Source: an optimization exercise on an open RTL-to-GDS flow (aim: small area and a short achievable clock period). Production flows keep margins and buffers that such runs may drop.
RTL that was checked went through simulation tests only; none was proved equivalent to the original.
Function not checked in run 7: the RTL went through the layout flow alone.

`flow/design.v`:
```
module calc(out, decimal, CLK, RST, CE, plus, sub, multi, equal);
output [14:0] out;
input  [9:0]  decimal;
input  CLK, RST, CE, plus, sub, multi, equal;
reg [14:0] B, R;
reg [2:0]  cnt;
reg [1:0]  ope;    
reg        P;      
reg fx8, fx4, fxn, fy1, fy2, fyn;   
reg fk;                             
reg fci;                            
reg [3:0] ff;                       
wire [3:0] d = decimal[9] ? 4'd9 : decimal[8] ? 4'd8 : decimal[7] ? 4'd7 :
               decimal[6] ? 4'd6 : decimal[5] ? 4'd5 : decimal[4] ? 4'd4 :
               decimal[3] ? 4'd3 : decimal[2] ? 4'd2 : decimal[1] ? 4'd1 : 4'd0;
wire digit = (decimal != 10'd0) && (cnt != 3'd7);
wire o_non = (ope == 2'd0), o_add = (ope == 2'd1), o_sub = (ope == 2'd2), o_mul = (ope == 2'd3);
wire o_as  = o_add | o_sub;
wire bx4 = (d == 4'd3) | (d == 4'd4) | (d == 4'd5);
wire bx8 = (d >= 4'd6);
wire by1 = (d == 4'd1) | (d == 4'd3) | (d == 4'd5) | (d == 4'd7) | (d == 4'd9);
wire by2 = (d == 4'd2) | (d == 4'd6);
wire byn = (d == 4'd3) | (d == 4'd6) | (d == 4'd7);
wire [3:0] f = o_mul ? 4'd0 : o_sub ? 4'd9 - d : d;
always @(posedge CLK) begin
    fx8 <= o_as | (o_mul & bx8);
    fx4 <= o_mul & bx4;
    fxn <= o_as;
    fy1 <= o_as | (o_mul & by1);
    fy2 <= o_mul & by2;
    fyn <= o_as | (o_mul & byn);
    fk  <= o_add;
    fci <= o_add | (o_mul & byn);
    ff  <= {f[3], f[2] | f[3], f[1] | f[3], f[0]};
end
wire [14:0] W = {R[11:0], fk, fk, fk};
wire [14:0] V = {R[13:0], fk};
wire [11:0] Xh = ((fx8 ? B[11:0] : 12'd0) | (fx4 ? B[12:1] : 12'd0)) ^ {12{fxn}};
wire [14:0] X = {Xh, (fx4 & B[0]) | ff[2], ff[1], ff[0]};
wire [14:0] Y = ((fy1 ? B : 15'd0) | (fy2 ? {B[13:0], 1'b0} : 15'd0)) ^ {15{fyn}};
wire [14:0] s1 = W ^ V ^ X;
wire [14:0] c1 = {(W[13:0] & V[13:0]) | (W[13:0] & X[13:0]) | (V[13:0] & X[13:0]), ff[3]};
wire [14:0] s2 = s1 ^ c1 ^ Y;
wire [14:0] c2 = {(s1[13:0] & c1[13:0]) | (s1[13:0] & Y[13:0]) | (c1[13:0] & Y[13:0]), ff[3]};
wire [14:0] S = s2 + c2 + {14'd0, fci};
wire [14:0] Reff = P ? S : R;
always @(posedge CLK or negedge RST)
    if (!RST) begin
        B <= 0; R <= 0; cnt <= 0; ope <= 0; P <= 0;
    end else begin
        P <= digit;
        if (digit) begin
            R <= Reff;
            cnt <= cnt + 3'd1;
        end else if (plus | sub | multi) begin
            B <= Reff;
            ope <= plus ? 2'd1 : sub ? 2'd2 : 2'd3;
            R <= (plus | sub) ? Reff : 15'd0;
            cnt <= 0;
        end else if (equal) begin
            if (!o_non) B <= Reff;
            ope <= 0;
            R <= 0;
            cnt <= 0;
        end else if (CE) begin
            R <= o_as ? B : 15'd0;
            cnt <= 0;
        end else
            R <= Reff;
    end
assign out = B;
endmodule
```
`flow/flow/run.sh`:
```
#!/bin/bash
# Standard layout, but with plain buf_2 cells as the port buffers.
set -euo pipefail
bash standard.sh "BUFFER_PORTS_ARGS=-buffer_cell sky130_fd_sc_hd__buf_2" finish > orfs_flow.log 2>&1
```
`flow/standard.sh`:
```
#!/bin/bash
# synth_recipe.tcl (not shown) runs the flow's synth.tcl, then flattens the netlist and writes it again
# the make line also repeats each setting of config.mk as NAME=value (left out here)
make -C /OpenROAD-flow-scripts/flow DESIGN_CONFIG=/design/flow/config.mk WORK_HOME=/design/flow/orfs CLKGATE_MAP_FILE= SYNTH_SCRIPT=/design/flow/synth_recipe.tcl "${@:-finish}"
```
`flow/config.mk`:
```
export PLATFORM = sky130hd
export DESIGN_NAME = calc
export DESIGN_NICKNAME = calc
export VERILOG_FILES = /design/flow/design.v
export SDC_FILE = /design/flow/constraint.sdc
export NUM_CORES = 4
export LEC_CHECK = 0
export CAP_MARGIN = 20
export CORE_MARGIN = 2
export CORE_UTILIZATION = 40
export SETUP_SLACK_MARGIN = 3.75
export SLEW_MARGIN = 20
```
`flow/constraint.sdc`:
```
create_clock -name core_clock -period 7.5 [get_ports {CLK}]
set_input_delay 1.5000 -clock core_clock [delete_from_list [all_inputs] [get_ports {CLK}]]
set_output_delay 1.5000 -clock core_clock [all_outputs]
set_load 0.01 [all_outputs]
```
==> impl_metrics.py, run 1 <==
metrics = {
    "route": {
        "viasPerCell": 5.527,
        "ant_nets": 0,
        "detailed_route_via_count": 3145,
        "initial_drc_count": 161,
        "detail_route.first_pass.iterations": 6,
        "wl_per_cell_um": 17.52,
        "drt_wl_total_um": 9971,
        "post-route-drc-count": 0,
    },
    "setup_path": {
        "startpoint": "B[3]$_DFFE_PN0P_",
        "critPathMaxFanout": 7,
        "path_cells": "a22oi_1 -> xnor2_1 -> fa_1 -> fa_1 -> ha_4 -> a2111o_1 -> o22ai_4 -> o21ai_2 -> a311oi_2 -> xor2_1 -> a32oi_1",
        "cp.depth": 11,
        "worst_r2r_endpoint": "R[13]$_DFF_PN0_",
        "timing.critical_path.required_ns": 7.67,
        "timing.critical_path.to_type": "flop",
        "critPathCapture": "R[13]$_DFF_PN0_",
        "crit_path_max_incr_delay_ns": 0.49,
        "worst_path_max_delay_cell": "sky130_fd_sc_hd__fa_1",
        "crit-reg2reg-launch": "B[3]$_DFFE_PN0P_",
        "r2r_slack_ns": 3.83,
        "crit_type": "flop to flop",
        "crit_top_cell": "sky130_fd_sc_hd__fa_1",
        "arrival_ns": 3.83,
        "worst-r2r-cell-count": 11,
        "cp_top_family": "compound AO/OA/AOI/OAI gates",
        "cp_num_buf_inv": 0,
        "startpoint_type": "flop",
    },
    "logic_synthesis": {
        "yosys_warnings": 1,
        "ys.flop_type": "sky130_fd_sc_hd__dfrtp_1",
        "syn-instance-count": 408,
        "netlist_top_cells_area": "sky130_fd_sc_hd__dfrtp_1, sky130_fd_sc_hd__fa_1, sky130_fd_sc_hd__xnor2_1, sky130_fd_sc_hd__ha_1, sky130_fd_sc_hd__dfxtp_1",
        "post-synth-top-area-cell": "sky130_fd_sc_hd__dfrtp_1",
        "synth.cells.most_frequent": "sky130_fd_sc_hd__dfrtp_1, sky130_fd_sc_hd__nand2_1, sky130_fd_sc_hd__xnor2_1, sky130_fd_sc_hd__fa_1, sky130_fd_sc_hd__nor2_1",
        "avgSynthCellArea_um2": 9.571,
        "post_synth_instance_area_um2": 3905,
        "synth-edff-count": 0,
        "synth-async-reset-ratio_pct": 75.00,
        "synth.lib_cells_used.distinct": 54,
        "mappedNetlistNets": 474,
        "ys_seq_elements": 48,
        "yosysSeqAreaShare_pct": 29.22,
        "synth.top_cell.area_share_pct": 23.07,
    },
    "clock_network": {
        "clock_sink_count": 48,
        "htree_num_levels": 2,
        "holdBufCountCts": 0,
        "tritoncts.num_buffers": 5,
        "cts.root.buffer_cell": "sky130_fd_sc_hd__clkbuf_8",
        "clk-insertion-delay-late_ns": 0.33,
        "cts_buffer_depth": 2,
        "clock_edge_transition_at_the_registers_on_the_reported_setup_and_hold_paths_ns": 0.10,
        "tritoncts": "done",
    },
    "timing": {
        "grt_setup_unrepaired": "yes",
        "timing.setup.tns_ns": 0,
        "finalHoldWorstSlack_ns": 0.5141,
        "skew_ns": 0.01673,
        "setup_viol": 0,
        "slew_headroom_pct": 38.90,
        "worst_pin_slew_ns": 0.9146,
        "max_freq_ghz": 0.2727,
        "post-route-period-util_pct": 48.89,
        "timing.final.hold_violations": 0,
        "maxSlewViolCount": 0,
        "finalCriticalPeriod_ns": 3.667,
        "timing.final.ws_setup_ns": 3.833,
    },
    "floorplanning": {
        "placeableCoreArea_um2": 9639,
        "die_h_um": 102.8,
        "dieWidth_um": 102.8,
        "io_pins": 32,
        "rows": 36,
        "start_util_pct": 40.51,
        "overall_die_area_um2": 10570,
    },
    "status": {
        "outcome": "finished clean",
    },
    "cells_and_area": {
        "utilization_pct": 46.29,
        "layout.cell_area.non_filler_um2": 4462,
        "stdcell_count": 569,
        "flow.area_growth_from_synthesis_pct": 14.26,
        "antenna_cells": 0,
        "share_of_layout_cells_above_drive_strength_1_pct": 19.27,
        "finalNetCount": 501,
    },
    "placed_design": {
        "globalplace.congestion": 0.9461,
        "dp_hpwl_um": 7542,
        "place_inst": 555,
        "placement.io_buffers": 31,
        "placement.cell_area_um2": 4151,
        "detailedPlace.worstSlack_ns": 3.366,
    },
    "global_routing": {
        "global_route.overflow_total": 0,
        "grt_max_degree": 37,
        "grtUsageTotal_pct": 20.17,
        "number_of_global_route_vias_before_repair": 3093,
        "initial_antenna_violation_count": 0,
        "grt_pass1_wl_um": 16100,
    },
    "min_path": {
        "worst_hold_path_type": "flop to flop",
    },
    "run": {
        "max_cap_violations": 0,
    },
}
-- routing by layer --
layer | vias to the layer above | track usage, % | share of wire (%)
met5 | - | 0 | 0
met4 | 0 | 5.466 | 1.7
met3 | 16 | 3.661 | 6.2
met2 | 104 | 33.28 | 47
met1 | 1527 | 27.45 | 45
li1 | 1498 | - | -
-- what timing repair did --
action	4_1_cts	5_1_grt
endpoints found under the hold margin	0	0
pin swaps	3	10
setup endpoints to repair	11	12
setup buffers	0	6
resized for setup	12	23
-- area by class of cell --
cell class | count | area, µm²
clock buffer | 8 | 122.6
inverter | 22 | 85.08
fill | 938 | 5177
sequential | 48 | 1162
tap | 133 | 166.4
multi-input combinational | 320 | 2718
timing repair buffer | 38 | 207.7
-- cells by family after synthesis --
logic type	Yosys count	synth area share (%)
buffers and inverters	40	4.293
flip-flops	48	29.22
AND/OR/NAND/NOR	99	11.95
XOR/XNOR	44	9.869
multiplexers	10	2.691
adder cells (fa/ha/maj)	49	21.28
AO/OA/AOI/OAI	118	20.70
-- worst reg2reg max path: cells and delay by family (launching register included) --
kind	cells	cell delay, ns
AO/OA/AOI/OAI	6	1.45
XOR/XNOR	2	0.44
adder cells (fa/ha/maj)	3	1.14
flip-flops	1	0.48
-- state kept, by name, indices dropped and copies added (netlist names) --
name,flops
fk,1
fy2,1
fx8,1
P,1
fy1,1
ope,2
ff,4
fx4,1
R,15
fyn,1
cnt,3
fxn,1
B,15
fci,1
-- placed cells by master, fill, tap and decap left out, drive strengths merged, types with 3 or more instances in the layout --
cell / instances
dfrtp: 36
nor2b: 3
a22o: 3
nand3: 5
xor2: 14
xnor2: 30
ha: 20
buf: 38
and2: 3
inv: 22
a22oi: 26
and3: 3
o21a: 5
mux2: 4
a31oi: 3
mux2i: 6
o311ai: 3
o21bai: 3
nand2b: 9
a21o: 7
dfxtp: 12
clkbuf: 8
o21ai: 20
o22ai: 4
a21oi: 22
nor3: 7
nand2: 36
a211oi: 3
fa: 29
o31ai: 6
nor2: 27
-- how the worst min path moves through the flow --
stage / start / endpoint / cells past startpoint
detailed placement: cnt[1]$_DFFE_PN0P_ / cnt[1]$_DFFE_PN0P_ / 2
global placement: cnt[2]$_DFFE_PN0P_ / cnt[2]$_DFFE_PN0P_ / 2
CTS: cnt[1]$_DFFE_PN0P_ / cnt[1]$_DFFE_PN0P_ / 2
finish: cnt[1]$_DFFE_PN0P_ / cnt[1]$_DFFE_PN0P_ / 2
floorplan: cnt[0]$_DFFE_PN0P_ / cnt[0]$_DFFE_PN0P_ / 1
global route: cnt[2]$_DFFE_PN0P_ / cnt[2]$_DFFE_PN0P_ / 2
==> run 2, diff against run 1 <==
--- a/flow/config.mk
+++ b/flow/config.mk
@@ -7,2 +7,3 @@
 export LEC_CHECK = 0
+export ABC_AREA = 1
 export CAP_MARGIN = 20
==> run 2 against run 1 <==
Net effect: still clean on timing, DRC and antenna; clock-buffer cell count decreased by 2; non-clock buffer count down 6; synthesized cell count increased by 47%; setup slack improved by 0.15 ns; die area increased by 12%; via count is 26% higher; global-route usage rose by 0.87 points; cell count is 35% higher; highest routed layer unchanged.
==> impl_metrics.py, run 2 <==
metrics = {
    "logic_synthesis": {
        "post_synth_and_or_nand_nor_area_fraction_pct": 25.51,
        "avgSynthCellArea_um2": 7.305,
        "mappedNetlistNets": 665,
        "syn-instance-count": 599,
        "synth.lib_cells_used.distinct": 39,
        "synth.cells.most_frequent": "sky130_fd_sc_hd__nand2_1, sky130_fd_sc_hd__inv_1, sky130_fd_sc_hd__nand3_1, sky130_fd_sc_hd__o21ai_0, sky130_fd_sc_hd__dfrtp_1",
        "ys_seq_elements": 48,
        "yosys_warnings": 1,
        "synth-async-reset-ratio_pct": 75.00,
        "post_synth_xor_area_fraction_pct": 5.605,
        "combinational_family_with_the_most_area_after_synthesis": "simple AND/OR/NAND/NOR gates",
        "synth_most_common_cell": "sky130_fd_sc_hd__nand2_1",
        "yosysSeqAreaShare_pct": 26.08,
        "netlist_top_cells_area": "sky130_fd_sc_hd__dfrtp_1, sky130_fd_sc_hd__nand2_1, sky130_fd_sc_hd__fa_1, sky130_fd_sc_hd__inv_1, sky130_fd_sc_hd__nand3_1",
        "synth_compound_gate_area_share_pct": 12.93,
        "synth-edff-count": 0,
        "synth_fa_ha_area_share_pct": 18.99,
        "post_synth_instance_area_um2": 4375,
        "post-synth-top-area-cell": "sky130_fd_sc_hd__dfrtp_1",
        "synth.top_cell.area_share_pct": 20.59,
        "ys.flop_type": "sky130_fd_sc_hd__dfrtp_1",
        "synth.area.mux_share_pct": 0.2288,
    },
    "cells_and_area": {
        "mostFrequentLayoutCell": "sky130_fd_sc_hd__nand2_1",
        "top_regs": "B x15, R x15, ff x4",
        "most-common-layout-cells": "sky130_fd_sc_hd__nand2_1, sky130_fd_sc_hd__inv_1, sky130_fd_sc_hd__nand3_1",
        "antenna_cells": 0,
        "finalNetCount": 692,
        "flow.area_growth_from_synthesis_pct": 9.208,
        "share_of_layout_cells_above_drive_strength_1_pct": 11.32,
    },
    "placed_design": {
        "placement.io_buffers": 31,
        "dp_hpwl_um": 9408,
        "globalplace.congestion": 0.8878,
    },
    "global_routing": {
        "initial_antenna_violation_count": 0,
        "grtUsageTotal_pct": 21.04,
        "grt_max_degree": 37,
        "grt_pass1_wl_um": 19250,
        "number_of_global_route_vias_before_repair": 3858,
        "global_route.overflow_total": 0,
    },
    "floorplanning": {
        "die_h_um": 108.6,
        "io_pins": 32,
        "overall_die_area_um2": 11790,
        "rows": 38,
        "start_util_pct": 40.72,
        "dieWidth_um": 108.6,
        "placeableCoreArea_um2": 10750,
    },
    "timing": {
        "timing.setup.tns_ns": 0,
        "worst_pin_slew_ns": 0.8656,
        "post-route-period-util_pct": 46.91,
        "timing.final.hold_violations": 0,
        "grt_setup_unrepaired": "no",
        "finalCriticalPeriod_ns": 3.519,
        "max_freq_ghz": 0.2842,
        "maxSlewViolCount": 0,
        "slew_headroom_pct": 42.29,
        "setup_viol": 0,
        "skew_ns": 0.008418,
    },
    "route": {
        "viasPerCell": 5.153,
        "ant_nets": 0,
        "detailed_route_via_count": 3952,
        "initial_drc_count": 173,
        "drt_wl_total_um": 11630,
        "post-route-drc-count": 0,
        "detail_route.first_pass.iterations": 6,
        "wl_per_cell_um": 15.16,
    },
    "clock_network": {
        "tritoncts.num_buffers": 5,
        "clock_sink_count": 48,
        "clk-insertion-delay-late_ns": 0.30,
        "tritoncts": "done",
        "clock_edge_transition_at_the_registers_on_the_reported_setup_and_hold_paths_ns": 0.09,
        "cts_buffer_depth": 2,
        "htree_num_levels": 2,
        "cts.root.buffer_cell": "sky130_fd_sc_hd__clkbuf_8",
    },
    "setup_path": {
        "startpoint_type": "flop",
        "crit_type": "flop to flop",
        "arrival_ns": 3.73,
        "timing.critical_path.to_type": "flop",
        "critPathMaxFanout": 5,
        "timing.critical_path.required_ns": 7.71,
    },
    "run": {
        "max_cap_violations": 0,
    },
    "status": {
        "outcome": "finished clean",
    },
    "min_path": {
        "worst_hold_path_type": "flop to flop",
    },
}
-- run 2: what timing repair did --
item / 4_1_cts / 5_1_grt
hold endpoints to repair: 0 / 0
setup buffers: 0 / 1
endpoints found under the setup margin: 0 / 11
hold buffers: 0 / 0
resized for setup: 0 / 13
-- run 2: cell families after synthesis --
kind of cell	Yosys count
flops	48
compound gates	97
xor+xnor	28
simple gates	256
mux	1
fa+ha+maj	49
buf+inv	120
-- run 2: per-layer routing --
| layer | up-vias | global-route usage (%) | share of wire (%) |
|---|---|---|---|
| met5 | - | 0 | 0 |
| met4 | 0 | 6.777 | 1.8 |
| met3 | 15 | 2.291 | 3.3 |
| met2 | 93 | 36.16 | 49 |
| met1 | 1884 | 27.68 | 45 |
| li1 | 1960 | - | - |
-- run 2: cell type report --
type,instances,area [µm²]
multi-input combinational,431,2789
sequential,48,1144
timing repair buffer,32,162.7
timing repair inverter,1,7.507
clock inverter,2,10.01
tap,140,175.2
fill,1147,5967
clock buffer,6,82.58
inverter,107,407.9
-- run 2: worst max-delay path, cell delays in order, from the launching register on --
cell and delay (ns):
sky130_fd_sc_hd__dfrtp_1 0.43, sky130_fd_sc_hd__inv_1 0.14, sky130_fd_sc_hd__o22ai_1 0.20, sky130_fd_sc_hd__xor2_1 0.20
sky130_fd_sc_hd__fa_1 0.45, sky130_fd_sc_hd__fa_1 0.45, sky130_fd_sc_hd__ha_1 0.40, sky130_fd_sc_hd__nand2_1 0.13
sky130_fd_sc_hd__nor2_2 0.20, sky130_fd_sc_hd__nand3_1 0.18, sky130_fd_sc_hd__nand4_1 0.13, sky130_fd_sc_hd__nand3_1 0.17
sky130_fd_sc_hd__nand2_1 0.16, sky130_fd_sc_hd__nand2_1 0.07, sky130_fd_sc_hd__nand2_1 0.07, sky130_fd_sc_hd__inv_1 0.04
-- run 2: per-stage QoR --
| step | setup WS, ns | std cells | utilization, % | instance area [µm²] | hold slack, ns |
|---|---|---|---|---|---|
| global route | 3.761 | 767 | 44.47 | 4778 | 0.5126 |
| finish | 3.981 | 767 | 44.47 | 4778 | 0.4892 |
| detailed placement | 3.938 | 757 | 43.21 | 4643 | 0.4885 |
| CTS | 3.934 | 765 | 44.07 | 4736 | 0.5006 |
| floorplan | 4.304 | 599 | - | 4375 | 0.4498 |
| global placement | 3.946 | 757 | 43.21 | 4643 | 0.4748 |
-- run 2: final timing paths --
kind                                       to  cells after the start  slack [ns]                from
hold / removal             cnt[0]$_DFFE_PN0P_                      1        0.49  cnt[0]$_DFFE_PN0P_
min in group asynchronous    B[8]$_DFFE_PN0P_                      1        1.29                 RST
hold reg to reg            cnt[0]$_DFFE_PN0P_                      1        0.49  cnt[0]$_DFFE_PN0P_
setup / recovery              R[10]$_DFF_PN0_                     15        3.98    B[6]$_DFFE_PN0P_
setup reg to reg              R[10]$_DFF_PN0_                     15        3.98    B[6]$_DFFE_PN0P_
max in group asynchronous    B[5]$_DFFE_PN0P_                      1        5.65                 RST
==> run 3, diff against run 2 <==
--- a/flow/config.mk
+++ b/flow/config.mk
@@ -7,6 +7,5 @@
 export LEC_CHECK = 0
-export ABC_AREA = 1
 export CAP_MARGIN = 20
 export CORE_MARGIN = 2
-export CORE_UTILIZATION = 40
+export CORE_UTILIZATION = 70
 export SETUP_SLACK_MARGIN = 3.75
==> run 3 against run 2 <==
Net effect: critical path depth fell by 4; clock-buffer cell count rose by 2; global-route usage rose by 13 points; hold slack improved by 0.025 ns; clock skew fell by 0.0027 ns; cell count fell by 34%; synthesized cell count fell by 32%; non-clock buffer count rose by 7.
==> impl_metrics.py, run 3 <==
metrics = {
    "status": {
        "outcome": "finished clean",
    },
    "cells_and_area": {
        "antenna_cells": 0,
        "top_regs": "B x15, R x15, ff x4",
        "mostFrequentLayoutCell": "sky130_fd_sc_hd__nand2_1",
        "most-common-layout-cells": "sky130_fd_sc_hd__nand2_1, sky130_fd_sc_hd__dfrtp_1, sky130_fd_sc_hd__buf_2",
        "utilization_pct": 81.53,
        "share_of_layout_cells_above_drive_strength_1_pct": 19.91,
        "layout.cell_area.non_filler_um2": 4434,
        "filler_cell_count": 338,
        "flow.area_growth_from_synthesis_pct": 13.55,
        "finalNetCount": 502,
    },
    "logic_synthesis": {
        "synth-edff-count": 0,
        "synth.cells.most_frequent": "sky130_fd_sc_hd__dfrtp_1, sky130_fd_sc_hd__nand2_1, sky130_fd_sc_hd__xnor2_1, sky130_fd_sc_hd__fa_1, sky130_fd_sc_hd__nor2_1",
        "mappedNetlistNets": 474,
        "yosys_warnings": 1,
        "syn-instance-count": 408,
        "yosysSeqAreaShare_pct": 29.22,
        "synth.lib_cells_used.distinct": 54,
        "synth-async-reset-ratio_pct": 75.00,
        "post_synth_instance_area_um2": 3905,
        "avgSynthCellArea_um2": 9.571,
        "synth.top_cell.area_share_pct": 23.07,
        "netlist_top_cells_area": "sky130_fd_sc_hd__dfrtp_1, sky130_fd_sc_hd__fa_1, sky130_fd_sc_hd__xnor2_1, sky130_fd_sc_hd__ha_1, sky130_fd_sc_hd__dfxtp_1",
        "ys.flop_type": "sky130_fd_sc_hd__dfrtp_1",
        "post-synth-top-area-cell": "sky130_fd_sc_hd__dfrtp_1",
        "ys_seq_elements": 48,
    },
    "timing": {
        "post-route-period-util_pct": 49.51,
        "finalCriticalPeriod_ns": 3.713,
        "worst_pin_slew_ns": 0.8924,
        "timing.final.hold_violations": 0,
        "grt_setup_unrepaired": "no",
        "max_freq_ghz": 0.2693,
        "skew_ns": 0.005726,
        "timing.setup.tns_ns": 0,
        "maxSlewViolCount": 0,
        "setup_viol": 0,
        "slew_headroom_pct": 40.51,
        "finalHoldWorstSlack_ns": 0.5146,
    },
    "setup_path": {
        "cp_top_family": "compound AO/OA/AOI/OAI gates",
        "cp.depth": 11,
        "timing.critical_path.required_ns": 7.64,
        "r2r_slack_ns": 3.79,
        "worst-r2r-cell-count": 11,
        "crit-reg2reg-launch": "B[2]$_DFFE_PN0P_",
        "worst_r2r_endpoint": "R[13]$_DFF_PN0_",
        "crit_path_max_incr_delay_ns": 0.50,
        "path_cells": "a22oi_2 -> xnor2_2 -> fa_1 -> fa_1 -> ha_1 -> a2111o_1 -> o22ai_4 -> o21ai_4 -> a311oi_2 -> xor2_1 -> a32oi_1",
        "cp_num_buf_inv": 0,
        "arrival_ns": 3.86,
        "crit_top_cell": "sky130_fd_sc_hd__fa_1",
        "startpoint_type": "flop",
        "worst_path_max_delay_cell": "sky130_fd_sc_hd__fa_1",
        "crit_type": "flop to flop",
        "timing.critical_path.to_type": "flop",
        "critPathMaxFanout": 4,
    },
    "min_path": {
        "hold_path.startpoint": "cnt[0]$_DFFE_PN0P_",
        "whs_endpoint": "cnt[0]$_DFFE_PN0P_",
        "holdPathStages": 1,
        "worst_hold_path_type": "flop to flop",
    },
    "placed_design": {
        "dp_hpwl_um": 7194,
        "globalplace.congestion": 0.9224,
        "placement.cell_area_um2": 4075,
        "placement.io_buffers": 31,
    },
    "clock_network": {
        "tritoncts": "done",
        "cts.root.buffer_cell": "sky130_fd_sc_hd__clkbuf_8",
        "clock_edge_transition_at_the_registers_on_the_reported_setup_and_hold_paths_ns": 0.09,
        "htree_num_levels": 2,
        "clock_sink_count": 48,
        "holdBufCountCts": 0,
        "cts_buffer_depth": 2,
        "clk-insertion-delay-late_ns": 0.30,
        "tritoncts.num_buffers": 5,
    },
    "global_routing": {
        "grt_pass1_wl_um": 16090,
        "initial_antenna_violation_count": 0,
        "number_of_global_route_vias_before_repair": 3161,
        "grtUsageTotal_pct": 33.79,
        "grt_max_degree": 37,
        "global_route.overflow_total": 0,
    },
    "floorplanning": {
        "start_util_pct": 71.80,
        "die_h_um": 78.69,
        "rows": 27,
        "placeableCoreArea_um2": 5439,
        "dieWidth_um": 78.69,
        "io_pins": 32,
        "overall_die_area_um2": 6192,
    },
    "route": {
        "ant_nets": 0,
        "drt_wl_total_um": 10260,
        "wl_per_cell_um": 20.16,
        "post-route-drc-count": 0,
        "detailed_route_via_count": 3311,
        "initial_drc_count": 342,
        "detail_route.first_pass.iterations": 5,
        "viasPerCell": 6.505,
    },
    "run": {
        "max_cap_violations": 0,
    },
}
run 3: cell count changes after synthesis, moves of 5 or more:
| cell | before | now |
|---|---|---|
| sky130_fd_sc_hd__o22ai_1 | 26 | 4 |
| sky130_fd_sc_hd__a21o_1 | 0 | 7 |
| sky130_fd_sc_hd__nand4_1 | 7 | 0 |
| sky130_fd_sc_hd__xor2_1 | 27 | 14 |
| sky130_fd_sc_hd__a22oi_1 | 0 | 26 |
| sky130_fd_sc_hd__inv_1 | 103 | 21 |
| sky130_fd_sc_hd__mux2i_1 | 1 | 6 |
| sky130_fd_sc_hd__nand2_1 | 157 | 36 |
| sky130_fd_sc_hd__o21a_1 | 0 | 5 |
| sky130_fd_sc_hd__o31ai_1 | 1 | 6 |
| sky130_fd_sc_hd__nand3_1 | 51 | 5 |
| sky130_fd_sc_hd__xnor2_1 | 1 | 30 |
| sky130_fd_sc_hd__nand2b_1 | 0 | 9 |
| sky130_fd_sc_hd__o21ai_0 | 37 | 16 |
run 3: final cells by class:
cell class,instances,area (µm²),area share [%]
clock buffers,8,122.6,2.765
flip-flops and latches,48,1165,26.27
multi-input cells,320,2756,62.16
well taps,72,90.09,2.032
repair buffers,39,215.2,4.853
inverters,22,85.08,1.919
run 3: cells by family after synthesis:
| family | count (synthesis) | share of synthesized area [%] |
|---|---|---|
| buffers and inverters | 40 | 4.293 |
| xor gates and xnor gates | 44 | 9.869 |
| adders and majority gates | 49 | 21.28 |
| AOI/OAI and AO/OA | 118 | 20.70 |
| and+or+nand+nor | 99 | 11.95 |
| muxes | 10 | 2.691 |
| DFF | 48 | 29.22 |
run 3: routing by layer:
metal	up-vias	global-route usage (%)	share of wire, %
li1	1498	-	-
met1	1601	48.55	42
met2	186	52.74	47
met3	26	6.023	8.9
met4	0	10.35	2.5
met5	-	0	0
run 3: through the flow:
stage          cells  setup WS, ns
3_3_place_gp     494         3.598
5_1_grt          509         3.664
6_report         509         3.787
2_1_floorplan    408         3.798
4_1_cts          502         3.741
3_5_place_dp     494         3.461
run 3: repair_timing:
item                                    4_1_cts  5_1_grt
setup buffers                                 0        7
pin swaps                                     2       11
gates resized for setup                       9       33
endpoints found under the setup margin       11       12
run 3: worst max path at each step:
stage / slack (ns) / end / from
finish: 3.79 / R[13]$_DFF_PN0_ / B[2]$_DFFE_PN0P_
global route: 3.66 / R[13]$_DFF_PN0_ / B[2]$_DFFE_PN0P_
CTS: 3.74 / R[10]$_DFF_PN0_ / fy1$_DFF_P_
detailed placement: 3.46 / R[10]$_DFF_PN0_ / fyn$_DFF_P_
global placement: 3.60 / B[14]$_DFFE_PN0P_ / fyn$_DFF_P_
floorplan: 3.80 / R[13]$_DFF_PN0_ / fxn$_DFF_P_
==> run 4, diff against run 3 <==
--- a/flow/config.mk
+++ b/flow/config.mk
@@ -9,3 +9,3 @@
 export CORE_MARGIN = 2
-export CORE_UTILIZATION = 70
+export CORE_UTILIZATION = 55
 export SETUP_SLACK_MARGIN = 3.75
==> run 4 against run 3 <==
Net effect: still clean on timing, DRC and antenna; flip-flop and latch count unchanged; area after synthesis is the same; utilization fell by 17 points; routed wire length shrank 1.1%; clock-buffer cell count down 3; clock skew is essentially flat; setup slack better by 0.10 ns; register-to-register slack better by 0.10 ns; design area fell by 0.56%; maximum frequency grew 2.9%.
==> impl_metrics.py, run 4 <==
metrics = {
    "logic_synthesis": {
        "synth.top_cell.area_share_pct": 23.07,
        "synth.lib_cells_used.distinct": 54,
        "synth-async-reset-ratio_pct": 75.00,
        "synth_compound_gate_area_share_pct": 20.70,
        "post_synth_and_or_nand_nor_area_fraction_pct": 11.95,
        "mappedNetlistNets": 474,
        "post_synth_instance_area_um2": 3905,
        "post_synth_xor_area_fraction_pct": 9.869,
        "combinational_family_with_the_most_area_after_synthesis": "adder cells",
        "post-synth-top-area-cell": "sky130_fd_sc_hd__dfrtp_1",
        "yosysSeqAreaShare_pct": 29.22,
        "yosys_warnings": 1,
        "synth.area.mux_share_pct": 2.691,
        "ys.flop_type": "sky130_fd_sc_hd__dfrtp_1",
        "synth_fa_ha_area_share_pct": 21.28,
        "synth-edff-count": 0,
        "syn-instance-count": 408,
        "synth.cells.most_frequent": "sky130_fd_sc_hd__dfrtp_1, sky130_fd_sc_hd__nand2_1, sky130_fd_sc_hd__xnor2_1, sky130_fd_sc_hd__fa_1, sky130_fd_sc_hd__nor2_1",
        "netlist_top_cells_area": "sky130_fd_sc_hd__dfrtp_1, sky130_fd_sc_hd__fa_1, sky130_fd_sc_hd__xnor2_1, sky130_fd_sc_hd__ha_1, sky130_fd_sc_hd__dfxtp_1",
        "avgSynthCellArea_um2": 9.571,
        "ys_seq_elements": 48,
    },
    "clock_network": {
        "clock_sink_count": 48,
        "tritoncts": "done",
        "holdBufCountCts": 0,
        "clock_edge_transition_at_the_registers_on_the_reported_setup_and_hold_paths_ns": 0.10,
        "htree_num_levels": 2,
        "cts.root.buffer_cell": "sky130_fd_sc_hd__clkbuf_8",
        "tritoncts.num_buffers": 5,
        "cts_buffer_depth": 2,
        "clk-insertion-delay-late_ns": 0.31,
    },
    "timing": {
        "finalHoldWorstSlack_ns": 0.5098,
        "maxSlewViolCount": 0,
        "finalCriticalPeriod_ns": 3.609,
        "timing.setup.tns_ns": 0,
        "setup_viol": 0,
        "post-route-period-util_pct": 48.13,
        "worst_pin_slew_ns": 0.8612,
        "skew_ns": 0.005262,
        "max_freq_ghz": 0.2771,
        "timing.final.hold_violations": 0,
        "slew_headroom_pct": 42.59,
        "grt_setup_unrepaired": "yes",
    },
    "floorplanning": {
        "placeableCoreArea_um2": 6832,
        "rows": 30,
        "io_pins": 32,
        "dieWidth_um": 88.26,
        "die_h_um": 88.26,
        "overall_die_area_um2": 7790,
        "start_util_pct": 57.16,
    },
    "global_routing": {
        "number_of_global_route_vias_before_repair": 3097,
        "grt_max_degree": 37,
        "gr-usage-met1_pct": 39.64,
        "global_route.overflow_total": 0,
        "grtUsageTotal_pct": 27.41,
        "grt_pass1_wl_um": 16220,
        "groute.layer.met2.usage_pct": 41.97,
        "initial_antenna_violation_count": 0,
        "gr-max-usage-layer": "met2",
        "grt_util_met3_pct": 5.317,
    },
    "cells_and_area": {
        "finalNetCount": 501,
        "filler_cell_count": 580,
        "share_of_layout_cells_above_drive_strength_1_pct": 19.95,
        "most-common-layout-cells": "sky130_fd_sc_hd__nand2_1, sky130_fd_sc_hd__dfrtp_1, sky130_fd_sc_hd__buf_2",
        "antenna_cells": 0,
        "mostFrequentLayoutCell": "sky130_fd_sc_hd__nand2_1",
        "top_regs": "B x15, R x15, ff x4",
        "flow.area_growth_from_synthesis_pct": 12.91,
    },
    "setup_path": {
        "r2r_slack_ns": 3.89,
        "crit_type": "flop to flop",
        "arrival_ns": 3.81,
        "timing.critical_path.to_type": "flop",
        "critPathMaxFanout": 15,
        "timing.critical_path.required_ns": 7.70,
        "startpoint_type": "flop",
    },
    "route": {
        "wl_per_cell_um": 19.07,
        "viasPerCell": 6.004,
        "detailed_route_via_count": 3194,
        "drt_wl_total_um": 10140,
        "initial_drc_count": 168,
        "ant_nets": 0,
        "detail_route.first_pass.iterations": 5,
        "post-route-drc-count": 0,
    },
    "status": {
        "outcome": "finished clean",
    },
    "placed_design": {
        "globalplace.congestion": 0.9332,
        "dp_hpwl_um": 7301,
        "placement.io_buffers": 31,
    },
    "run": {
        "max_cap_violations": 0,
    },
    "min_path": {
        "worst_hold_path_type": "flop to flop",
    },
}
## run 4: logic make-up (layout without fill, tap and decap cells)
| family | count (synthesis) | after routing |
|---|---|---|
| compound gates | 118 | 118 |
| simple gates | 99 | 99 |
| fa+ha+maj | 49 | 49 |
| flops | 48 | 48 |
| xor+xnor | 44 | 44 |
| buf+inv | 40 | 68 |
| mux | 10 | 10 |
## run 4: what timing repair did
action | CTS | global route
cloned | 0 | 0
buffers inserted | 0 | 5
endpoints found under the setup margin | 12 | 12
pin swaps | 0 | 10
resized for setup | 10 | 29
## run 4: metrics by stage
step                worst slack [ns]  instance area, µm²  instances  utilization (%)
floorplan                      3.798                3905        408                -
global placement               3.339                4113        519            60.20
detailed placement             3.290                4113        519            60.20
CTS                            3.758                4234        527            61.98
global route                   3.712                4409        532            64.54
finish                         3.891                4409        532            64.54
## run 4: critical path, stage by stage, from the launching register on
cell and delay (ns):
sky130_fd_sc_hd__dfxtp_4 0.55, sky130_fd_sc_hd__xor2_1 0.23, sky130_fd_sc_hd__fa_1 0.46, sky130_fd_sc_hd__fa_1 0.45, sky130_fd_sc_hd__fa_1 0.48, sky130_fd_sc_hd__nand2b_1 0.20, sky130_fd_sc_hd__a21o_1 0.24, sky130_fd_sc_hd__a211oi_4 0.30
sky130_fd_sc_hd__o21a_1 0.17, sky130_fd_sc_hd__o31ai_2 0.09, sky130_fd_sc_hd__a221oi_1 0.25, sky130_fd_sc_hd__nor2_1 0.08
## run 4: layout make-up
type,instances,area [µm²],share of cell area [%]
multi-input combinational,320,2740,62.15
inverter,22,85.08,1.930
clock buffer,5,68.82,1.561
tap,96,120.1,2.724
sequential,48,1165,26.42
timing repair buffer,38,207.7,4.711
clock inverter,3,22.52,0.5108
## run 4: path summary, 6_finish.rpt
| check | startpoint | endpoint | cells past startpoint |
|---|---|---|---|
| max in group asynchronous | RST | B[3]$_DFFE_PN0P_ | 1 |
| worst min register to register | cnt[0]$_DFFE_PN0P_ | cnt[0]$_DFFE_PN0P_ | 1 |
| worst min-delay path | cnt[0]$_DFFE_PN0P_ | cnt[0]$_DFFE_PN0P_ | 1 |
| worst max-delay path | fyn$_DFF_P_ | R[10]$_DFF_PN0_ | 11 |
| min in group asynchronous | RST | B[9]$_DFFE_PN0P_ | 1 |
| worst max register to register | fyn$_DFF_P_ | R[10]$_DFF_PN0_ | 11 |
## run 4: routing by layer
layer	vias up	share of wire, %
li1	1490	-
met1	1556	44
met3	22	6.2
met2	126	48
met4	0	2.3
met5	-	0
==> run 5, diff against run 4 <==
--- a/flow/config.mk
+++ b/flow/config.mk
@@ -9,4 +9,4 @@
 export CORE_MARGIN = 2
-export CORE_UTILIZATION = 55
-export SETUP_SLACK_MARGIN = 3.75
+export CORE_UTILIZATION = 40
+export SETUP_SLACK_MARGIN = 3.25
 export SLEW_MARGIN = 20
==> run 5 against run 4 <==
Net effect: still clean on timing, DRC and antenna; via count shrank 2.2%; hold slack improved by 0.0042 ns; sequential share of layout area increased by 0.34 points; critical endpoint is now R[13]$_DFF_PN0_; largest cell class unchanged.
==> impl_metrics.py, run 5 <==
metrics = {
    "setup_path": {
        "cp_top_family": "compound AO/OA/AOI/OAI gates",
        "critPathMaxFanout": 12,
        "crit_type": "flop to flop",
        "cp_num_buf_inv": 0,
        "worst_path_max_delay_cell": "sky130_fd_sc_hd__dfxtp_1",
        "timing.critical_path.required_ns": 7.67,
        "crit_path_max_incr_delay_ns": 0.74,
        "startpoint_type": "flop",
        "crit_top_cell": "sky130_fd_sc_hd__fa_1",
        "path_cells": "xnor2_1 -> fa_1 -> fa_1 -> ha_1 -> a2111o_1 -> o22ai_1 -> o21ai_1 -> a311oi_1 -> xor2_1 -> a32oi_1",
        "arrival_ns": 4.23,
        "timing.critical_path.to_type": "flop",
    },
    "timing": {
        "finalHoldWorstSlack_ns": 0.5140,
        "worst_pin_slew_ns": 0.9217,
        "timing.setup.tns_ns": 0,
        "grt_setup_unrepaired": "no",
        "max_freq_ghz": 0.2461,
        "timing.final.hold_violations": 0,
        "skew_ns": 0.01994,
        "setup_viol": 0,
        "maxSlewViolCount": 0,
        "slew_headroom_pct": 38.42,
        "finalCriticalPeriod_ns": 4.064,
        "post-route-period-util_pct": 54.19,
    },
    "clock_network": {
        "tritoncts.num_buffers": 5,
        "tritoncts": "done",
        "cts_buffer_depth": 2,
        "clk-insertion-delay-late_ns": 0.33,
        "clock_sink_count": 48,
        "holdBufCountCts": 0,
        "clock_edge_transition_at_the_registers_on_the_reported_setup_and_hold_paths_ns": 0.11,
        "cts.root.buffer_cell": "sky130_fd_sc_hd__clkbuf_8",
        "htree_num_levels": 2,
    },
    "logic_synthesis": {
        "synth-async-reset-ratio_pct": 75.00,
        "post_synth_and_or_nand_nor_area_fraction_pct": 11.95,
        "post_synth_instance_area_um2": 3905,
        "syn-instance-count": 408,
        "synth.top_cell.area_share_pct": 23.07,
        "ys.flop_type": "sky130_fd_sc_hd__dfrtp_1",
        "combinational_family_with_the_most_area_after_synthesis": "adder cells",
        "ys_seq_elements": 48,
        "netlist_top_cells_area": "sky130_fd_sc_hd__dfrtp_1, sky130_fd_sc_hd__fa_1, sky130_fd_sc_hd__xnor2_1, sky130_fd_sc_hd__ha_1, sky130_fd_sc_hd__dfxtp_1",
        "synth-edff-count": 0,
        "post-synth-top-area-cell": "sky130_fd_sc_hd__dfrtp_1",
        "post_synth_xor_area_fraction_pct": 9.869,
        "mappedNetlistNets": 474,
        "synth_fa_ha_area_share_pct": 21.28,
        "synth.lib_cells_used.distinct": 54,
        "yosysSeqAreaShare_pct": 29.22,
        "synth.cells.most_frequent": "sky130_fd_sc_hd__dfrtp_1, sky130_fd_sc_hd__nand2_1, sky130_fd_sc_hd__xnor2_1, sky130_fd_sc_hd__fa_1, sky130_fd_sc_hd__nor2_1",
        "avgSynthCellArea_um2": 9.571,
        "synth.area.mux_share_pct": 2.691,
        "synth_compound_gate_area_share_pct": 20.70,
        "yosys_warnings": 1,
    },
    "route": {
        "viasPerCell": 5.547,
        "initial_drc_count": 198,
        "post-route-drc-count": 0,
        "detailed_route_via_count": 3123,
        "drt_wl_total_um": 9887,
        "detail_route.first_pass.iterations": 4,
        "ant_nets": 0,
        "wl_per_cell_um": 17.56,
    },
    "floorplanning": {
        "dieWidth_um": 102.8,
        "rows": 36,
        "placeableCoreArea_um2": 9639,
        "start_util_pct": 40.51,
        "io_pins": 32,
        "overall_die_area_um2": 10570,
        "die_h_um": 102.8,
    },
    "cells_and_area": {
        "flow.area_growth_from_synthesis_pct": 9.548,
        "filler_cell_count": 959,
        "most-common-layout-cells": "sky130_fd_sc_hd__dfrtp_1, sky130_fd_sc_hd__nand2_1, sky130_fd_sc_hd__buf_2",
        "top_regs": "B x15, R x15, ff x4",
        "regArea_um2": 1145,
        "antenna_cells": 0,
        "multiInputGateArea_um2": 2596,
        "finalNetCount": 495,
        "share_of_layout_cells_above_drive_strength_1_pct": 12.09,
    },
    "status": {
        "outcome": "finished clean",
    },
    "placed_design": {
        "globalplace.congestion": 0.9461,
        "dp_hpwl_um": 7542,
        "placement.io_buffers": 31,
    },
    "global_routing": {
        "initial_antenna_violation_count": 0,
        "number_of_global_route_vias_before_repair": 3091,
        "grt_max_degree": 37,
        "global_route.overflow_total": 0,
        "grtUsageTotal_pct": 20.07,
        "grt_pass1_wl_um": 16040,
    },
    "min_path": {
        "worst_hold_path_type": "flop to flop",
    },
    "run": {
        "max_cap_violations": 0,
    },
}
## run 5: cell counts after synthesis
Identical to the previous run, type by type.
## run 5: routing by layer
| metal | up-vias | track usage, % | part of all wire, % |
|---|---|---|---|
| li1 | 1484 | - | - |
| met3 | 16 | 3.661 | 5.0 |
| met5 | - | 0 | 0 |
| met1 | 1525 | 27.49 | 47 |
| met2 | 98 | 32.58 | 46 |
| met4 | 0 | 6.073 | 2.0 |
## run 5: worst paths after layout
path                                         start            endpoint  slack, ns  depth (start not counted)
max in group asynchronous                      RST    B[0]$_DFFE_PN0P_       5.65                          1
worst min-delay path            cnt[1]$_DFFE_PN0P_  cnt[1]$_DFFE_PN0P_       0.51                          2
min in group asynchronous                      RST     R[13]$_DFF_PN0_       1.28                          1
worst max-delay path                   fxn$_DFF_P_     R[13]$_DFF_PN0_       3.44                         10
worst min register to register  cnt[1]$_DFFE_PN0P_  cnt[1]$_DFFE_PN0P_       0.51                          2
worst max register to register         fxn$_DFF_P_     R[13]$_DFF_PN0_       3.44                         10
## run 5: worst reg2reg max path, cell delays in order (launching register included)
cell and delay (ns):
sky130_fd_sc_hd__dfxtp_1 0.74, sky130_fd_sc_hd__xnor2_1 0.21, sky130_fd_sc_hd__fa_1 0.54, sky130_fd_sc_hd__fa_1 0.42, sky130_fd_sc_hd__ha_1 0.37, sky130_fd_sc_hd__a2111o_1 0.39, sky130_fd_sc_hd__o22ai_1 0.34, sky130_fd_sc_hd__o21ai_1 0.15
sky130_fd_sc_hd__a311oi_1 0.36, sky130_fd_sc_hd__xor2_1 0.26, sky130_fd_sc_hd__a32oi_1 0.14
## run 5: metrics by stage
step	util (%)	instance area, µm²	std cells	worst slack [ns]
3_5_place_dp	43.07	4151	555	3.366
6_report	44.38	4278	563	3.436
5_1_grt	44.38	4278	563	3.271
4_1_cts	44.34	4274	563	3.358
3_3_place_gp	43.07	4151	555	3.409
2_1_floorplan	-	3905	408	3.798
## run 5: logic make-up after synthesis
kind of cell,count (synthesis)
muxes,10
AOI/OAI and AO/OA,118
and+or+nand+nor,99
xor gates and xnor gates,44
buffers and inverters,40
DFF,48
adders and majority gates,49
## run 5: layout make-up
cell class	instances	area share, %
clock buffers	8	2.866
inverters	22	1.989
multi-input cells	320	60.69
flip-flops and latches	48	26.76
well taps	133	3.890
repair buffers	32	3.802
## run 5: what timing repair did
action                     CTS  global route
buffers inserted             0             0
resized for setup            0             3
hold endpoints to repair     0             0
setup endpoints to repair    0             5
==> run 6, diff against run 5 <==
==> flow/flow/run.sh (replaced) <==
#!/bin/bash
# Standard layout, but with plain buf_2 cells as the port buffers and
# without mapping adders to full-adder cells before ABC.
set -euo pipefail
bash standard.sh "BUFFER_PORTS_ARGS=-buffer_cell sky130_fd_sc_hd__buf_2" ADDER_MAP_FILE= finish > orfs_flow.log 2>&1
--- a/flow/config.mk
+++ b/flow/config.mk
@@ -10,3 +10,3 @@
 export CORE_UTILIZATION = 40
-export SETUP_SLACK_MARGIN = 3.25
+export SETUP_SLACK_MARGIN = 4
 export SLEW_MARGIN = 20
==> run 6 against run 5 <==
Net effect: die area is 15% higher; utilization increased by 4.7 points; setup slack improved by 0.35 ns; clock-buffer cell count shrank 2; non-clock buffer count up 28; design area up 26%; critical endpoint unchanged.
==> impl_metrics.py, run 6 <==
metrics = {
    "logic_synthesis": {
        "mappedNetlistNets": 550,
        "ys_seq_elements": 48,
        "syn-instance-count": 533,
        "synth.top_cell.area_share_pct": 19.90,
        "synth.cells.most_frequent": "sky130_fd_sc_hd__xnor2_1, sky130_fd_sc_hd__nor2_1, sky130_fd_sc_hd__nand2_1, sky130_fd_sc_hd__dfrtp_1, sky130_fd_sc_hd__a22oi_1",
        "synth.lib_cells_used.distinct": 71,
        "synth-edff-count": 0,
        "post-synth-top-area-cell": "sky130_fd_sc_hd__dfrtp_1",
        "synth_most_common_cell": "sky130_fd_sc_hd__xnor2_1",
        "synth-async-reset-ratio_pct": 75.00,
        "netlist_top_cells_area": "sky130_fd_sc_hd__dfrtp_1, sky130_fd_sc_hd__xnor2_1, sky130_fd_sc_hd__a22oi_1, sky130_fd_sc_hd__dfxtp_1, sky130_fd_sc_hd__nor2_1",
        "yosys_warnings": 1,
        "yosysSeqAreaShare_pct": 25.21,
        "post_synth_instance_area_um2": 4527,
        "ys.flop_type": "sky130_fd_sc_hd__dfrtp_1",
        "avgSynthCellArea_um2": 8.493,
    },
    "global_routing": {
        "initial_antenna_violation_count": 0,
        "grt_pass1_wl_um": 19340,
        "grtUsageTotal_pct": 20.23,
        "global_route.overflow_total": 0,
        "number_of_global_route_vias_before_repair": 3961,
        "grt_max_degree": 37,
    },
    "clock_network": {
        "clk-insertion-delay-late_ns": 0.28,
        "tritoncts.num_buffers": 5,
        "cts_buffer_depth": 2,
        "htree_num_levels": 2,
        "tritoncts": "done",
        "clock_edge_transition_at_the_registers_on_the_reported_setup_and_hold_paths_ns": 0.07,
        "clock_sink_count": 48,
        "holdBufCountCts": 0,
        "cts.root.buffer_cell": "sky130_fd_sc_hd__clkbuf_16",
    },
    "setup_path": {
        "crit_path_max_incr_delay_ns": 0.48,
        "timing.critical_path.required_ns": 7.66,
        "cp_num_buf_inv": 0,
        "cp_top_family": "compound AO/OA/AOI/OAI gates",
        "critPathMaxFanout": 7,
        "timing.critical_path.to_type": "flop",
        "startpoint": "B[4]$_DFFE_PN0P_",
        "worst_path_max_delay_cell": "sky130_fd_sc_hd__dfrtp_1",
        "crit_top_cell": "sky130_fd_sc_hd__o311ai_4",
        "startpoint_type": "flop",
        "arrival_ns": 3.87,
        "crit_type": "flop to flop",
        "path_cells": "a22oi_2 -> xnor3_1 -> xor2_2 -> xnor2_4 -> mux2i_1 -> a32oi_2 -> o211ai_4 -> a21oi_4 -> o311ai_4 -> a211o_1 -> o311ai_4 -> or2_1 -> a211oi_2 -> a22oi_1",
        "crit-reg2reg-launch": "B[4]$_DFFE_PN0P_",
    },
    "timing": {
        "post-route-period-util_pct": 49.47,
        "timing.final.hold_violations": 0,
        "setup_viol": 0,
        "max_freq_ghz": 0.2695,
        "worst_pin_slew_ns": 1.098,
        "finalCriticalPeriod_ns": 3.710,
        "timing.final.ws_setup_ns": 3.790,
        "slew_headroom_pct": 26.83,
        "skew_ns": 0.009075,
        "timing.setup.tns_ns": 0,
        "maxSlewViolCount": 0,
        "grt_setup_unrepaired": "yes",
    },
    "min_path": {
        "worst_hold_path_type": "flop to flop",
        "hold_path.startpoint": "cnt[2]$_DFFE_PN0P_",
    },
    "route": {
        "post-route-drc-count": 0,
        "viasPerCell": 5.600,
        "ant_nets": 0,
        "drt_wl_total_um": 11660,
        "initial_drc_count": 245,
        "wl_per_cell_um": 16.35,
        "detail_route.first_pass.iterations": 4,
        "detailed_route_via_count": 3993,
    },
    "cells_and_area": {
        "top_regs": "B x15, R x15, ff x4",
        "most-common-layout-cells": "sky130_fd_sc_hd__xnor2_1, sky130_fd_sc_hd__nor2_1, sky130_fd_sc_hd__nand2_1",
        "mostFrequentLayoutCell": "sky130_fd_sc_hd__xnor2_1",
        "antenna_cells": 0,
        "share_of_layout_cells_above_drive_strength_1_pct": 26.88,
        "finalNetCount": 589,
        "flow.area_growth_from_synthesis_pct": 18.60,
    },
    "floorplanning": {
        "overall_die_area_um2": 12180,
        "start_util_pct": 41.40,
        "placeableCoreArea_um2": 10940,
        "die_h_um": 110.4,
        "io_pins": 32,
        "dieWidth_um": 110.4,
        "rows": 38,
    },
    "placed_design": {
        "detailedPlace.worstSlack_ns": 3.193,
        "placement.io_buffers": 31,
        "globalplace.congestion": 0.8953,
        "dp_hpwl_um": 8440,
    },
    "status": {
        "outcome": "finished clean",
    },
    "run": {
        "max_cap_violations": 0,
    },
}
[run 6: cells by family (layout without fill, tap and decap cells)]
group,Yosys count,count (layout),synth area share [%]
flip-flops,48,48,25.21
adder cells (fa/ha/maj),15,15,3.400
XOR/XNOR,101,101,22.19
AO/OA/AOI/OAI,154,154,24.68
AND/OR/NAND/NOR,160,160,16.25
multiplexers,19,19,4.505
buffers and inverters,36,76,3.759
[run 6: routing by layer]
layer | vias to the layer above | global-route usage (%) | routed length [µm]
met1 | 1920 | 27.08 | 5405
li1 | 1983 | - | -
met4 | 0 | 4.554 | 146
met3 | 10 | 1.940 | 388
met5 | - | 0 | 0
met2 | 80 | 35.36 | 5720
[run 6: final timing paths]
path	to	slack, ns	cells past startpoint
max in group asynchronous	B[0]$_DFFE_PN0P_	5.57	1
min	cnt[2]$_DFFE_PN0P_	0.56	1
max reg2reg	R[13]$_DFF_PN0_	3.79	14
min in group asynchronous	R[13]$_DFF_PN0_	1.31	1
max	R[13]$_DFF_PN0_	3.79	14
min reg2reg	cnt[2]$_DFFE_PN0P_	0.56	1
[run 6: what timing repair did]
| item | in CTS | in global routing |
|---|---|---|
| setup buffers | 21 | 7 |
| resized for setup | 34 | 14 |
| endpoints found under the setup margin | 21 | 30 |
| pin swaps | 22 | 7 |
[run 6: per-stage QoR]
| stage | util, % | instance area [µm²] | hold WS [ns] | cells |
|---|---|---|---|---|
| floorplan | - | 4603 | 0.4377 | 533 |
| global placement | 43.81 | 4791 | 0.5462 | 677 |
| global route | 49.10 | 5369 | 0.5734 | 713 |
| detailed placement | 43.83 | 4793 | 0.5410 | 677 |
| CTS | 47.99 | 5248 | 0.5564 | 706 |
| finish | 49.10 | 5369 | 0.5570 | 713 |
[run 6: cell type report]
class	instances	area [µm²]
fill	1055	5567
multi-input combinational	449	3432
sequential	48	1174
timing repair buffer	60	385.4
tap	140	175.2
clock buffer	6	138.9
clock inverter	2	33.78
inverter	8	30.03
[run 6: worst reg2reg max path: stages (launching register included)]
cell                       delay (ns)
sky130_fd_sc_hd__dfrtp_1         0.48
sky130_fd_sc_hd__a22oi_2         0.26
sky130_fd_sc_hd__xnor3_1         0.30
sky130_fd_sc_hd__xor2_2          0.25
sky130_fd_sc_hd__xnor2_4         0.17
sky130_fd_sc_hd__mux2i_1         0.24
sky130_fd_sc_hd__a32oi_2         0.17
sky130_fd_sc_hd__o211ai_4        0.35
sky130_fd_sc_hd__a21oi_4         0.15
sky130_fd_sc_hd__o311ai_4        0.33
sky130_fd_sc_hd__a211o_1         0.18
sky130_fd_sc_hd__o311ai_4        0.11
sky130_fd_sc_hd__or2_1           0.26
sky130_fd_sc_hd__a211oi_2        0.22
sky130_fd_sc_hd__a22oi_1         0.12
==> run 7, diff against run 6 <==
--- a/flow/design.v
+++ b/flow/design.v
@@ -8,3 +8,4 @@
 reg        P;      
-reg fx8, fx4, fxn, fy1, fy2, fyn;   
+reg [14:2] Xr;                      
+reg fy1, fy2, fyn;                  
 reg fk;                             
@@ -25,5 +26,5 @@
 always @(posedge CLK) begin
-    fx8 <= o_as | (o_mul & bx8);
-    fx4 <= o_mul & bx4;
-    fxn <= o_as;
+    Xr  <= {((o_as | (o_mul & bx8)) ? B[11:0] : 12'd0) ^ {12{o_as}} |
+            ((o_mul & bx4) ? B[12:1] : 12'd0),
+            (o_mul & bx4 & B[0]) | f[2] | f[3]};
     fy1 <= o_as | (o_mul & by1);
@@ -33,3 +34,3 @@
     fci <= o_add | (o_mul & byn);
-    ff  <= {f[3], f[2] | f[3], f[1] | f[3], f[0]};
+    ff  <= {f[3], 1'b0, f[1] | f[3], f[0]};
 end
@@ -37,4 +38,3 @@
 wire [14:0] V = {R[13:0], fk};
-wire [11:0] Xh = ((fx8 ? B[11:0] : 12'd0) | (fx4 ? B[12:1] : 12'd0)) ^ {12{fxn}};
-wire [14:0] X = {Xh, (fx4 & B[0]) | ff[2], ff[1], ff[0]};
+wire [14:0] X = {Xr, ff[1], ff[0]};
 wire [14:0] Y = ((fy1 ? B : 15'd0) | (fy2 ? {B[13:0], 1'b0} : 15'd0)) ^ {15{fyn}};
==> flow/run.sh (new file) <==
#!/bin/bash
# synth_recipe.tcl (not shown) runs the flow's synth.tcl, then flattens the netlist and writes it again
# the make line also repeats each setting of config.mk as NAME=value (left out here)
make -C /OpenROAD-flow-scripts/flow DESIGN_CONFIG=/design/flow/config.mk WORK_HOME=/design/flow/orfs CLKGATE_MAP_FILE= SYNTH_SCRIPT=/design/flow/synth_recipe.tcl finish
removed: flow/flow/run.sh
removed: flow/standard.sh
==> run 7 against run 6 <==
Net effect: via count down 14%; first-iteration DRC count down 6.5%; non-clock buffer count down 7; largest cell class unchanged.
==> impl_metrics.py, run 7 <==
metrics = {
    "status": {
        "outcome": "finished clean",
    },
    "logic_synthesis": {
        "synth-edff-count": 0,
        "ys.flop_type": "sky130_fd_sc_hd__dfrtp_1",
        "post_synth_instance_area_um2": 4235,
        "yosysSeqAreaShare_pct": 31.20,
        "synth.lib_cells_used.distinct": 57,
        "synth.top_cell.area_share_pct": 21.27,
        "post-synth-top-area-cell": "sky130_fd_sc_hd__dfrtp_1",
        "synth_most_common_cell": "sky130_fd_sc_hd__inv_1",
        "mappedNetlistNets": 528,
        "synth.cells.most_frequent": "sky130_fd_sc_hd__inv_1, sky130_fd_sc_hd__nand2_1, sky130_fd_sc_hd__dfrtp_1, sky130_fd_sc_hd__o21ai_0, sky130_fd_sc_hd__fa_1",
        "netlist_top_cells_area": "sky130_fd_sc_hd__dfrtp_1, sky130_fd_sc_hd__fa_1, sky130_fd_sc_hd__dfxtp_1, sky130_fd_sc_hd__ha_1, sky130_fd_sc_hd__inv_1",
        "synth-async-reset-ratio_pct": 63.16,
        "yosys_warnings": 1,
        "syn-instance-count": 462,
        "avgSynthCellArea_um2": 9.167,
        "ys_seq_elements": 57,
    },
    "clock_network": {
        "tritoncts": "done",
        "htree_num_levels": 3,
        "holdBufCountCts": 0,
        "clock_edge_transition_at_the_registers_on_the_reported_setup_and_hold_paths_ns": 0.07,
        "clock_sink_count": 57,
        "clk-insertion-delay-late_ns": 0.35,
        "cts_buffer_depth": 2,
        "cts.root.buffer_cell": "sky130_fd_sc_hd__clkbuf_8",
        "tritoncts.num_buffers": 9,
    },
    "floorplanning": {
        "io_pins": 32,
        "overall_die_area_um2": 11430,
        "die_h_um": 106.9,
        "placeableCoreArea_um2": 10320,
        "rows": 37,
        "start_util_pct": 41.03,
        "dieWidth_um": 106.9,
    },
    "route": {
        "detailed_route_via_count": 3451,
        "highest-signal-layer": "met4",
        "wl_per_cell_um": 16.21,
        "wl_met1_um": 4749,
        "post-route-drc-count": 0,
        "ant_nets": 0,
        "viasPerCell": 5.301,
        "drt_wl_total_um": 10550,
        "route.met2.wl_um": 5046,
        "initial_drc_count": 229,
        "wl_met3_um": 533,
        "detail_route.first_pass.iterations": 5,
    },
    "timing": {
        "maxSlewViolCount": 0,
        "post-route-period-util_pct": 45.71,
        "worst_pin_slew_ns": 0.9614,
        "finalCriticalPeriod_ns": 3.428,
        "timing.setup.tns_ns": 0,
        "skew_ns": 0.01292,
        "grt_setup_unrepaired": "yes",
        "slew_headroom_pct": 35.91,
        "setup_viol": 0,
        "timing.final.hold_violations": 0,
        "max_freq_ghz": 0.2917,
    },
    "setup_path": {
        "critPathMaxFanout": 3,
        "cp_num_buf_inv": 2,
        "r2r_slack_ns": 4.07,
        "timing.critical_path.required_ns": 7.68,
        "cp.depth": 12,
        "crit-reg2reg-launch": "R[0]$_DFF_PN0_",
        "critPathCapture": "B[13]$_DFFE_PN0P_",
        "startpoint": "R[0]$_DFF_PN0_",
        "worst_r2r_endpoint": "B[13]$_DFFE_PN0P_",
        "timing.critical_path.to_type": "flop",
        "worst-r2r-cell-count": 12,
        "worst_path_max_delay_cell": "sky130_fd_sc_hd__fa_1",
        "cp_top_family": "adder cells",
        "startpoint_type": "flop",
        "arrival_ns": 3.61,
        "crit_type": "flop to flop",
        "crit_path_max_incr_delay_ns": 0.54,
        "path_cells": "fa_1 -> inv_2 -> fa_1 -> inv_2 -> ha_4 -> nor2b_4 -> o31a_1 -> o211ai_2 -> nand2_2 -> a311oi_4 -> mux2i_1 -> o311ai_1",
    },
    "global_routing": {
        "number_of_global_route_vias_before_repair": 3567,
        "initial_antenna_violation_count": 0,
        "grt_max_degree": 37,
        "grt_pass1_wl_um": 17680,
        "grtUsageTotal_pct": 19.91,
        "global_route.overflow_total": 0,
    },
    "cells_and_area": {
        "most-common-layout-cells": "sky130_fd_sc_hd__inv_1, sky130_fd_sc_hd__nand2_1, sky130_fd_sc_hd__dfrtp_1",
        "top_regs": "B x15, R x15, Xr x13",
        "share_of_layout_cells_above_drive_strength_1_pct": 15.73,
        "finalNetCount": 576,
        "antenna_cells": 0,
        "mostFrequentLayoutCell": "sky130_fd_sc_hd__inv_1",
        "flow.area_growth_from_synthesis_pct": 23.90,
    },
    "min_path": {
        "worst_hold_path_type": "flop to flop",
    },
    "placed_design": {
        "placement.io_buffers": 31,
        "dp_hpwl_um": 7437,
        "globalplace.congestion": 0.8447,
    },
    "run": {
        "max_cap_violations": 0,
    },
}
run 7: changes by cell type in the layout (fill, tap and decap cells not counted), moves of 12 or more:
cell                              before  now
sky130_fd_sc_hd__a221o_1               0   12
sky130_fd_sc_hd__dfxtp_1               6   18
sky130_fd_sc_hd__a21oi_1              30   14
sky130_fd_sc_hd__a22oi_1              29   14
sky130_fd_sc_hd__xnor2_1              66   11
sky130_fd_sc_hd__inv_1                 8   61
sky130_fd_sc_hd__nor2_1               55   22
sky130_fd_sc_hd__buf_2                31    1
sky130_fd_sc_hd__fa_1                  0   27
sky130_fd_sc_hd__maj3_1               12    0
sky130_fd_sc_hd__clkdlybuf4s50_1       0   30
sky130_fd_sc_hd__ha_1                  0   15
run 7: cells by family after synthesis:
logic type | synth area share (%)
muxes | 2.629
buffers and inverters | 7.622
and+or+nand+nor | 14.24
DFF | 31.20
AOI/OAI and AO/OA | 18.70
xor gates and xnor gates | 5.997
adders and majority gates | 19.62
run 7: worst min path at each step:
| stage | from | endpoint | slack (ns) | cells after the start |
|---|---|---|---|---|
| final | cnt[1]$_DFFE_PN0P_ | cnt[1]$_DFFE_PN0P_ | 0.51 | 2 |
| after global routing | cnt[0]$_DFFE_PN0P_ | cnt[0]$_DFFE_PN0P_ | 0.55 | 1 |
| after CTS | cnt[1]$_DFFE_PN0P_ | cnt[1]$_DFFE_PN0P_ | 0.51 | 2 |
| after detailed placement | cnt[1]$_DFFE_PN0P_ | cnt[1]$_DFFE_PN0P_ | 0.50 | 2 |
| after global placement | cnt[1]$_DFFE_PN0P_ | cnt[1]$_DFFE_PN0P_ | 0.50 | 2 |
| after floorplan | cnt[0]$_DFFE_PN0P_ | cnt[0]$_DFFE_PN0P_ | 0.46 | 1 |
run 7: layer usage:
layer,vias to the layer above,global-route usage [%]
met5,-,0
met4,0,7.699
met3,19,3.040
met2,106,32.80
met1,1664,26.41
li1,1662,-
run 7: layout make-up:
cell class / instances / area (µm²)
flip-flops and latches: 57 / 1334
repair buffers: 53 / 481.7
multi-input cells: 325 / 2743
fillers: 945 / 5076
inverters: 64 / 242.7
clock inverters: 5 / 125.1
clock buffers: 11 / 151.4
well taps: 136 / 170.2
run 7: worst register-to-register path: cells and delay by family, from the launching register on:
kind                     cells  cell delay (ns)
flip-flops                   1             0.40
adder cells (fa/ha/maj)      3             1.27
multiplexers                 1             0.26
AO/OA/AOI/OAI                4             1.01
AND/OR/NAND/NOR              2             0.22
buffers and inverters        2             0.10
run 7: timing repair:
action                                  in CTS  in global routing
resized for setup                           13                 26
pin swaps                                    3                 21
setup buffers                                4                 15
endpoints found under the setup margin      25                 15
run 7: metrics by stage:
step | hold slack [ns] | setup slack (ns) | utilization [%] | instance area (µm²) | std cells
after global routing | 0.5514 | 3.880 | 50.83 | 5248 | 651
after detailed placement | 0.4958 | 3.307 | 45.27 | 4673 | 616
after floorplan | 0.4639 | 4.076 | - | 4235 | 462
after CTS | 0.5140 | 4.003 | 48.76 | 5034 | 636
final | 0.5097 | 4.072 | 50.83 | 5248 | 651
after global placement | 0.4958 | 3.419 | 45.01 | 4647 | 614

-- static timing again, ports no longer ideal --
Ports are ideal in the flow. The routed layouts listed here were re-timed in OpenROAD. Step 1: set_driving_cell puts a clkbuf_16 on CLK and a buf_2 on each other input, an assumption about the parent block. Step 2, shift: input delay + t, output delay - t, t = (earliest + latest rising clock arrival at the registers) / 2. This alone moves slack from input paths to output paths. Slacks: ideal ports / drivers / drivers and shift; pairs: ideal ports / drivers.
| run | t (ns) | setup slack, ns | worst data-port slew with drivers (ns) |
|---|---|---|---|
| run 1 | 0.349 | 3.833 / 3.833 / 3.782 | 0.03 |
| run 2 | 0.330 | 3.981 / 3.981 / 3.981 | 0.03 |
| run 3 | 0.329 | 3.787 / 3.787 / 3.776 | 0.03 |
| run 4 | 0.338 | 3.891 / 3.891 / 3.761 | 0.03 |
| run 5 | 0.349 | 3.436 / 3.436 / 3.436 | 0.03 |
| run 6 | 0.316 | 3.790 / 3.790 / 3.694 | 0.03 |
| run 7 | 0.371 | 4.072 / 4.072 / 3.818 | 0.03 |
After both steps every run listed still meets setup and hold. The setup slack of run 7, which loses most, moves by 0.000 ns with the drivers and by -0.254 ns with both steps.
